What follows belongs to an exercise in optimizing a design on an open flow for small area, a short achievable clock period and few clock cycles; a production flow would make more cautious choices. Only simulation tests tie the RTL to the original design; equivalence was not proved. Power is estimated from default activity; no workload was simulated.

north:
## cpu_cache
module cpu_cache (
	input clk,
	input reset_n,
	output readM1,
	output [15:0] address1,
	input [15:0] instData00,
	input [15:0] instData01,
	input [15:0] instData10,
	input [15:0] instData11,
	input [1:0] instReady,
	output readM2,
	output writeM2,
	output [15:0] address2,
	input [15:0] memData00,
	input [15:0] memData01,
	input [15:0] memData10,
	input [15:0] memData11,
	input [1:0] memReadReady,
	input [1:0] memWriteReady,
	output [15:0] evicted2_address,
	output [15:0] evicted2_00,
	output [15:0] evicted2_01,
	output [15:0] evicted2_10,
	output [15:0] evicted2_11,
	output reg [15:0] num_inst,
	output reg [15:0] output_port,
	output reg is_halted
);
==> flow/config.mk <==
export PLATFORM = sky130hd
export DESIGN_NAME = cpu_cache
export DESIGN_NICKNAME = cpu_cache
export VERILOG_FILES = /design/flow/design.v
export SDC_FILE = /design/flow/constraint.sdc
export NUM_CORES = 8
export LEC_CHECK = 0
export CAP_MARGIN = 20
export CORE_MARGIN = 2
export CORE_UTILIZATION = 40
export SLEW_MARGIN = 20
==> flow/constraint.sdc <==
create_clock -name core_clock -period 11.0 [get_ports {clk}]
set_input_delay 2.2000 -clock core_clock [delete_from_list [all_inputs] [get_ports {clk}]]
set_output_delay 2.2000 -clock core_clock [all_outputs]
set_load 0.01 [all_outputs]
standard.sh (not shown) runs the stock make flow with config.mk's settings and CLKGATE_MAP_FILE= SYNTH_SCRIPT=/design/flow/synth_recipe.tcl, a recipe that flattens the netlist after the stock synthesis.
==> flow/flow/run.sh <==
#!/bin/bash
# The standard layout (standard.sh), with three changes to how it is made:
#  - ports are buffered with sky130_fd_sc_hd__buf_1 instead of the delay buffer
#    that buffer_ports picks by default,
#  - timing repair aims for 7 ns of setup slack (the SDC is unchanged),
#  - the clock tree clusters up to 25 sinks within 80 um.
# The make output goes to flow.log in this folder; ORFS keeps each step's log
# under orfs/logs.
set -euo pipefail
bash standard.sh \
  "BUFFER_PORTS_ARGS=-buffer_cell sky130_fd_sc_hd__buf_1" \
  SETUP_SLACK_MARGIN=7 \
  CTS_CLUSTER_SIZE=25 \
  CTS_CLUSTER_DIAMETER=80 \
  finish > flow.log 2>&1
The final layout from north, which completed every stage, passed the timing, DRC and antenna checks at the end of the flow.
Testbench counts of north, summed over its fixed seeds: cycles 243,786.
--- input diff north..south ---
--- a/flow/design.v
+++ b/flow/design.v
@@ -55,21 +55,20 @@
 	reg [15:0] id_ins;
 	reg fa, fb;           
 	reg [3:0] ra, rb;     
 	reg luse;             
 	reg mem_v, mem_fw, mem_ld, mem_st, mem_wwd, mem_hlt;
 	reg [1:0] mem_rd;
 	reg [15:0] mem_res;
 	reg [15:0] mem_sd;
 	reg mem_hD, mem_mR;   
 	reg [15:0] rf0, rf1, rf2, rf3;
-	reg [3:0] rv;          
 	reg [13:0] tagI;      
 	reg hasI;             
 	reg vI;               
 	reg [3:0] flI;        
 	reg [13:0] tagS;
 	reg vS;
 	reg [15:0] iS0, iS1, iS2, iS3;
 	reg [3:0] flS;
 	reg rq1;              
 	reg [15:0] a1;        
@@ -117,24 +116,22 @@
 	wire isWWD = isR & (fn == 6'd28);
 	wire isHLT = isR & (fn == 6'd29);
 	wire isADI = (op == 4'd4);
 	wire isORI = (op == 4'd5);
 	wire isLHI = (op == 4'd6);
 	wire isLWD = (op == 4'd7);
 	wire isSWD = (op == 4'd8);
 	wire isBr = (op[3:2] == 2'b00);
 	wire isJMP = (op == 4'd9);
 	wire isJAL = (op == 4'd10);
-	wire [3:0] rae = ra & rv;
-	wire [3:0] rbe = rb & rv;
-	wire [15:0] rfa = ({16{rae[3]}} & rf3) | ({16{rae[2]}} & rf2) | ({16{rae[1]}} & rf1) | ({16{rae[0]}} & rf0);
-	wire [15:0] rfb = ({16{rbe[3]}} & rf3) | ({16{rbe[2]}} & rf2) | ({16{rbe[1]}} & rf1) | ({16{rbe[0]}} & rf0);
+	wire [15:0] rfa = ({16{ra[3]}} & rf3) | ({16{ra[2]}} & rf2) | ({16{ra[1]}} & rf1) | ({16{ra[0]}} & rf0);
+	wire [15:0] rfb = ({16{rb[3]}} & rf3) | ({16{rb[2]}} & rf2) | ({16{rb[1]}} & rf1) | ({16{rb[0]}} & rf0);
 	wire [15:0] a = fa ? mem_res : rfa;
 	wire [15:0] b = fb ? mem_res : rfb;
 	wire [15:0] addr;
 	add16 u_addr (.x(a), .y(simm), .ci(1'b0), .s(addr));
 	wire aSub = fn[2:0] == 3'd1;
 	wire [15:0] asum;
 	add16 u_asum (.x(a), .y(b ^ {16{aSub}}), .ci(aSub), .s(asum));
 	wire [15:0] neg = ~a + 16'd1;
 	reg [15:0] other;
 	always @(*) begin
@@ -263,21 +260,24 @@
 			id_v <= 1'b0;
 			fa <= 1'b0;
 			fb <= 1'b0;
 			ra <= 4'd0;
 			rb <= 4'd0;
 			luse <= 1'b0;
 			mem_v <= 1'b0;
 			num_inst <= 16'd0;
 			output_port <= 16'd0;
 			is_halted <= 1'b0;
-			rv <= 4'd0;
+			rf0 <= 16'd0;
+			rf1 <= 16'd0;
+			rf2 <= 16'd0;
+			rf3 <= 16'd0;
 			hasI <= 1'b0;
 			vI <= 1'b0;
 			vS <= 1'b0;
 			rq1 <= 1'b1;
 			a1 <= 16'd0;
 			rq2 <= 1'b0;
 			wq <= 1'b0;
 			hasR <= 1'b0;
 			vR <= 1'b0;
 			vD <= 1'b0;
@@ -358,31 +358,28 @@
 				if (pk_w != 2'd0) dS0 <= memData00;
 				if (pk_w != 2'd1) dS1 <= memData01;
 				if (pk_w != 2'd2) dS2 <= memData10;
 				if (pk_w != 2'd3) dS3 <= memData11;
 			end
 			if (retire) begin
 				num_inst <= num_inst + 16'd1;
 				if (mem_wwd) output_port <= mem_res;
 				if (mem_hlt) is_halted <= 1'b1;
 			end
-			if (wb_en) rv[mem_rd] <= 1'b1;
-		end
-	end
-	always @(posedge clk) begin
-		if (wb_en) begin
-			case (mem_rd)
-				2'd0: rf0 <= mem_ld ? ldata : mem_res;
-				2'd1: rf1 <= mem_ld ? ldata : mem_res;
-				2'd2: rf2 <= mem_ld ? ldata : mem_res;
-				default: rf3 <= mem_ld ? ldata : mem_res;
-			endcase
+			if (wb_en) begin
+				case (mem_rd)
+					2'd0: rf0 <= mem_ld ? ldata : mem_res;
+					2'd1: rf1 <= mem_ld ? ldata : mem_res;
+					2'd2: rf2 <= mem_ld ? ldata : mem_res;
+					default: rf3 <= mem_ld ? ldata : mem_res;
+				endcase
+			end
 		end
 	end
 endmodule
 module add16 (
 	input [15:0] x,
 	input [15:0] y,
 	input ci,
 	output [15:0] s
 );
 	wire [15:0] p0 = x ^ y;
Findings:
south finished end to end and its layout was clean on timing, DRC and antenna.
Comparing north with south, the peak per-stage delay on the critical path came out essentially unchanged.
Looking at area growth from synthesis to layout across south and north, the one that comes out higher is north.
Taking north as the reference, in south headroom to the max-slew limit -3.4 points, clock-pin slew reported for the worst setup and hold paths after clock tree synthesis about even, number of logic inverters in the finished layout shows an increase of about 12%, sequential portion of the cell area fell by 0.60 points, effective utilization at floorplan saw little to no change.
Mux share of post-synthesis cell area ended up 0.83 points lower on south than on north.
Run comparison: south leading cell type in the layout, fill and taps excluded nand2_1; north leading cell type in the layout, fill and taps excluded edfxtp_1
Switching share of power (lower): north
Testbench counts of south, summed over its fixed seeds: cycles 243,786.

Starting RTL as in the previous note.
Settings: LEC_CHECK=0, CAP_MARGIN=20, CORE_MARGIN=2, CORE_UTILIZATION=40, SLEW_MARGIN=20; clock period 11.0 ns.
==> flow/flow/run.sh <==
#!/bin/bash
# The standard layout (standard.sh), with three changes to how it is made:
#  - ports are buffered with sky130_fd_sc_hd__buf_1 instead of the delay buffer
#    that buffer_ports picks by default,
#  - timing repair aims for 7 ns of setup slack (the SDC is unchanged),
#  - the clock tree clusters up to 25 sinks within 80 um,
#  - timing repair works on the worst 30% of the failing endpoints.
# The make output goes to flow.log in this folder; ORFS keeps each step's log
# under orfs/logs.
set -euo pipefail
bash standard.sh \
  "BUFFER_PORTS_ARGS=-buffer_cell sky130_fd_sc_hd__buf_1" \
  SETUP_SLACK_MARGIN=7 \
  CTS_CLUSTER_SIZE=25 \
  TNS_END_PERCENT=30 \
  CTS_CLUSTER_DIAMETER=80 \
  finish > flow.log 2>&1
Testbench counts at the start, summed over its fixed seeds: cycles 243,786.
Next try:
--- a/flow/design.v
+++ b/flow/design.v
@@ -55,21 +55,20 @@
 	reg [15:0] id_ins;
 	reg fa, fb;           
 	reg [3:0] ra, rb;     
 	reg luse;             
 	reg mem_v, mem_fw, mem_ld, mem_st, mem_wwd, mem_hlt;
 	reg [1:0] mem_rd;
 	reg [15:0] mem_res;
 	reg [15:0] mem_sd;
 	reg mem_hD, mem_mR;   
 	reg [15:0] rf0, rf1, rf2, rf3;
-	reg [3:0] rv;          
 	reg [13:0] tagI;      
 	reg hasI;             
 	reg vI;               
 	reg [3:0] flI;        
 	reg [13:0] tagS;
 	reg vS;
 	reg [15:0] iS0, iS1, iS2, iS3;
 	reg [3:0] flS;
 	reg rq1;              
 	reg [15:0] a1;        
@@ -117,24 +116,22 @@
 	wire isWWD = isR & (fn == 6'd28);
 	wire isHLT = isR & (fn == 6'd29);
 	wire isADI = (op == 4'd4);
 	wire isORI = (op == 4'd5);
 	wire isLHI = (op == 4'd6);
 	wire isLWD = (op == 4'd7);
 	wire isSWD = (op == 4'd8);
 	wire isBr = (op[3:2] == 2'b00);
 	wire isJMP = (op == 4'd9);
 	wire isJAL = (op == 4'd10);
-	wire [3:0] rae = ra & rv;
-	wire [3:0] rbe = rb & rv;
-	wire [15:0] rfa = ({16{rae[3]}} & rf3) | ({16{rae[2]}} & rf2) | ({16{rae[1]}} & rf1) | ({16{rae[0]}} & rf0);
-	wire [15:0] rfb = ({16{rbe[3]}} & rf3) | ({16{rbe[2]}} & rf2) | ({16{rbe[1]}} & rf1) | ({16{rbe[0]}} & rf0);
+	wire [15:0] rfa = ({16{ra[3]}} & rf3) | ({16{ra[2]}} & rf2) | ({16{ra[1]}} & rf1) | ({16{ra[0]}} & rf0);
+	wire [15:0] rfb = ({16{rb[3]}} & rf3) | ({16{rb[2]}} & rf2) | ({16{rb[1]}} & rf1) | ({16{rb[0]}} & rf0);
 	wire [15:0] a = fa ? mem_res : rfa;
 	wire [15:0] b = fb ? mem_res : rfb;
 	wire [15:0] addr;
 	add16 u_addr (.x(a), .y(simm), .ci(1'b0), .s(addr));
 	wire aSub = fn[2:0] == 3'd1;
 	wire [15:0] asum;
 	add16 u_asum (.x(a), .y(b ^ {16{aSub}}), .ci(aSub), .s(asum));
 	wire [15:0] neg = ~a + 16'd1;
 	reg [15:0] other;
 	always @(*) begin
@@ -263,21 +260,24 @@
 			id_v <= 1'b0;
 			fa <= 1'b0;
 			fb <= 1'b0;
 			ra <= 4'd0;
 			rb <= 4'd0;
 			luse <= 1'b0;
 			mem_v <= 1'b0;
 			num_inst <= 16'd0;
 			output_port <= 16'd0;
 			is_halted <= 1'b0;
-			rv <= 4'd0;
+			rf0 <= 16'd0;
+			rf1 <= 16'd0;
+			rf2 <= 16'd0;
+			rf3 <= 16'd0;
 			hasI <= 1'b0;
 			vI <= 1'b0;
 			vS <= 1'b0;
 			rq1 <= 1'b1;
 			a1 <= 16'd0;
 			rq2 <= 1'b0;
 			wq <= 1'b0;
 			hasR <= 1'b0;
 			vR <= 1'b0;
 			vD <= 1'b0;
@@ -358,31 +358,28 @@
 				if (pk_w != 2'd0) dS0 <= memData00;
 				if (pk_w != 2'd1) dS1 <= memData01;
 				if (pk_w != 2'd2) dS2 <= memData10;
 				if (pk_w != 2'd3) dS3 <= memData11;
 			end
 			if (retire) begin
 				num_inst <= num_inst + 16'd1;
 				if (mem_wwd) output_port <= mem_res;
 				if (mem_hlt) is_halted <= 1'b1;
 			end
-			if (wb_en) rv[mem_rd] <= 1'b1;
-		end
-	end
-	always @(posedge clk) begin
-		if (wb_en) begin
-			case (mem_rd)
-				2'd0: rf0 <= mem_ld ? ldata : mem_res;
-				2'd1: rf1 <= mem_ld ? ldata : mem_res;
-				2'd2: rf2 <= mem_ld ? ldata : mem_res;
-				default: rf3 <= mem_ld ? ldata : mem_res;
-			endcase
+			if (wb_en) begin
+				case (mem_rd)
+					2'd0: rf0 <= mem_ld ? ldata : mem_res;
+					2'd1: rf1 <= mem_ld ? ldata : mem_res;
+					2'd2: rf2 <= mem_ld ? ldata : mem_res;
+					default: rf3 <= mem_ld ? ldata : mem_res;
+				endcase
+			end
 		end
 	end
 endmodule
 module add16 (
 	input [15:0] x,
 	input [15:0] y,
 	input ci,
 	output [15:0] s
 );
 	wire [15:0] p0 = x ^ y;
=>
- The changed run completed with no timing, DRC or antenna violations
- clock skew increases by 0.011 ns
- register-to-register slack barely changes
- first-iteration DRC count increases by 4.4%
- global-route usage increases by 1.0 points
- clock power stays flat
- synthesized cell count increases by 3.4%
- clock-buffer cell count stays the same
- die area decreases by 4.2%
- setup slack got worse by 0.041 ns
- area after synthesis decreases by 4.2%
- total power decreases by 0.49%
- final cell count increases by 1.6%
Testbench counts after the change, summed over its fixed seeds: cycles 243,786.

Setup of oak:
RTL: one of the versions met above, not the one the previous note started from.
Size in the first run: roughly 2800 cells after synthesis, roughly 410 flip-flops, ~280 I/O pins, about 0.026 mm² of cells after synthesis.
clock: 11.0 ns
lec_check: 0
cap_margin: 20
core_margin: 2
core_utilization: 40
slew_margin: 20
==> flow/flow/run.sh <==
#!/bin/bash
# The standard layout (standard.sh), with three changes to how it is made:
#  - ports are buffered with sky130_fd_sc_hd__buf_1 instead of the delay buffer
#    that buffer_ports picks by default,
#  - timing repair aims for 7.5 ns of setup slack (the SDC is unchanged),
#  - the clock tree clusters up to 25 sinks within 80 um.
# The make output goes to flow.log in this folder; ORFS keeps each step's log
# under orfs/logs.
set -euo pipefail
bash standard.sh \
  "BUFFER_PORTS_ARGS=-buffer_cell sky130_fd_sc_hd__buf_1" \
  SETUP_SLACK_MARGIN=7.5 \
  CTS_CLUSTER_SIZE=25 \
  CTS_CLUSTER_DIAMETER=80 \
  finish > flow.log 2>&1
Testbench counts of oak, summed over its fixed seeds: cycles 243,786.
Changes in pine relative to oak:
--- a/flow/design.v
+++ b/flow/design.v
@@ -37,12 +37,26 @@
 		input [1:0] r;
 		reads = ((w[11:10] == r) & ~((w[15:12] == 4'd6) | (w[15:12] == 4'd9) | (w[15:12] == 4'd10) |
 				(w[15:12] == 4'd11) | (w[15:12] == 4'd12) | (w[15:12] == 4'd13) | (w[15:12] == 4'd14))) |
 			((w[9:8] == r) & (((w[15:12] == 4'd15) & (w[5:2] == 4'd0)) | (w[15:12] == 4'd8) |
 				(w[15:12] == 4'd0) | (w[15:12] == 4'd1)));
 	endfunction
+	function sumeq;
+		input [15:0] x, y;
+		input [13:0] k;
+		reg [14:0] r;
+		reg c2;
+		integer i;
+		begin
+			c2 = (x[1] & y[1]) | ((x[1] ^ y[1]) & x[0] & y[0]);
+			r = {1'b0, x[15:2] ^ y[15:2] ^ k};
+			sumeq = (r[0] == c2);
+			for (i = 0; i < 13; i = i + 1)
+				sumeq = sumeq & (r[i + 1] == ((x[i + 2] & y[i + 2]) | ((x[i + 2] ^ y[i + 2]) & r[i])));
+		end
+	endfunction
 	reg [1:0] st1, st2r, st2w;
 	always @(posedge clk) begin
 		st1 <= instReady;
 		st2r <= memReadReady;
 		st2w <= memWriteReady;
 	end
@@ -224,14 +238,14 @@
 	wire luG = ex_go & isLWD & reads(fetched, wrd);
 	wire fa_n = mem_stall ? faS : faG;
 	wire fb_n = mem_stall ? fbS : fbG;
 	wire luse_n = mem_stall ? luS : luG;
 	wire [3:0] ra_n = hold ? ra : (4'd1 << fetched[11:10]);
 	wire [3:0] rb_n = hold ? rb : (4'd1 << fetched[9:8]);
-	wire hDg_old = vD & (addr[15:2] == tagD);
-	wire mRg = hasR_n & (addr[15:2] == tagR_n);
+	wire hDg_old = vD & sumeq(a, simm, tagD);
+	wire mRg = hasR_n & sumeq(a, simm, tagR_n);
 	wire hDg = (st_alloc | pk_alloc) ? mRg : hDg_old;     
 	wire memG = ex_go & (isLWD | isSWD);
 	wire hD_n = mem_stall ? (pk_alloc ? mem_mR : mem_hD) : hDg;
 	wire mR_n = mem_stall ? (mem_mR | take2) : mRg;
 	wire rq2S = mem_v & (mem_ld | mem_st) & ~mem_hD & ~mem_mR & ~take2;
 	wire rq2G = memG & ~hDg & ~mRg;
@@ -239,15 +253,15 @@
 	wire wqS = mem_v & mem_st & ~mem_hD & vD & dirtyD & ~wq;
 	wire wqG = ex_go & isSWD & ~hDg & (vD | st_alloc) & dirtyD_n;
 	wire wq_n = (memWriteReady == 2'd2) & (mem_stall ? wqS : wqG);
 	wire [13:0] pfb = pcb + 14'd1;
 	wire m_nxt = (vS & (tagS == pfb)) | (hasI & (tagI == pfb));
 	wire m_cur = mS | mI;
-	wire [13:0] tk = isBr ? btarget[15:2] : (isJMP | isJAL) ? {4'd0, id_ins[11:2]} : a[15:2];
-	wire m_tgtS = vS & (tagS == tk);
-	wire m_tgtI = hasI & (tagI == tk);
+	wire [13:0] tk = (isJMP | isJAL) ? {4'd0, id_ins[11:2]} : a[15:2];
+	wire m_tgtS = vS & (isBr ? sumeq(pc, simm, tagS) : (tagS == tk));
+	wire m_tgtI = hasI & (isBr ? sumeq(pc, simm, tagI) : (tagI == tk));
 	wire m_tgt = m_tgtS | m_tgtI;
 	wire demR = ~m_tgt;
 	wire demA = ~((pc[1:0] == 2'd3) ? m_nxt : m_cur) & ~fetched_fl;
 	wire demH = ~m_cur & ~(id_v & flow(id_ins));
 	wire demE = ~m_cur;
 	wire dem_n = redirect ? demR : (adv ? demA : (hold ? demH : demE));
--- outcome ---
pine completed; timing, DRC and antenna clean. Die area | pine > oak. When pine is set beside oak, its number of cells upsized or downsized after cts turns out to be about 2.6% larger. Per the comparison of pine with oak, final setup slack of the worst path went up by 0.15 ns; final critical-path required period has decreased. Looking only at sequential share of layout area, and setting everything else aside, the higher value of pine and oak goes to oak. The core of pine is less densely filled than that of oak. On area growth from synthesis to final layout: pine sits below oak. pine against oak: cell area after synthesis went up by about 6%; post-synthesis adder-cell area fraction went up 3.5 points. Going from oak to pine, design internal power went down; area fraction in and, or, nand and nor cells after synthesis decreased 0.67 points.
Testbench counts of pine, summed over its fixed seeds: cycles 243,786.

static timing again, ports no longer ideal:
How much do the figures lean on ideal ports? The routed layouts below were timed once more, with nothing changed but the port constraints.
Step 1, drivers: a clkbuf_16 drives clk and a buf_2 each remaining input, both assumed.
Step 2 adds t to the input delays and takes it off the output delays; t is the mean of the earliest and latest rising clock arrival at the registers after step 1. Input paths then give back, and output paths get back, about the clock's delay inside the block.
a / b / c = ideal / step 1 / step 2; a / b = the first two.
| run | t, ns | setup slack, ns | latest minus earliest clock arrival (ns) | worst data-port slew with drivers (ns) |
|---|---|---|---|---|
| north | 0.682 | 6.922 / 6.922 / 6.347 | 0.031 / 0.031 | 0.06 |
| south | 0.679 | 6.808 / 6.808 / 6.163 | 0.037 / 0.037 | 0.09 |
| the first run of note 2 | 0.667 | 6.830 / 6.830 / 6.234 | 0.033 / 0.033 | 0.07 |
| the second run of note 2 | 0.684 | 6.789 / 6.815 / 6.131 | 0.043 / 0.044 | 0.08 |
| oak | 0.696 | 6.835 / 6.835 / 6.182 | 0.030 / 0.031 | 0.08 |
| pine | 0.689 | 6.981 / 6.981 / 6.382 | 0.039 / 0.039 | 0.09 |
After both steps setup and hold are still met in every run listed. The setup slack of the second run of note 2, which loses most, moves by +0.026 ns with the drivers and by -0.658 ns with both steps.
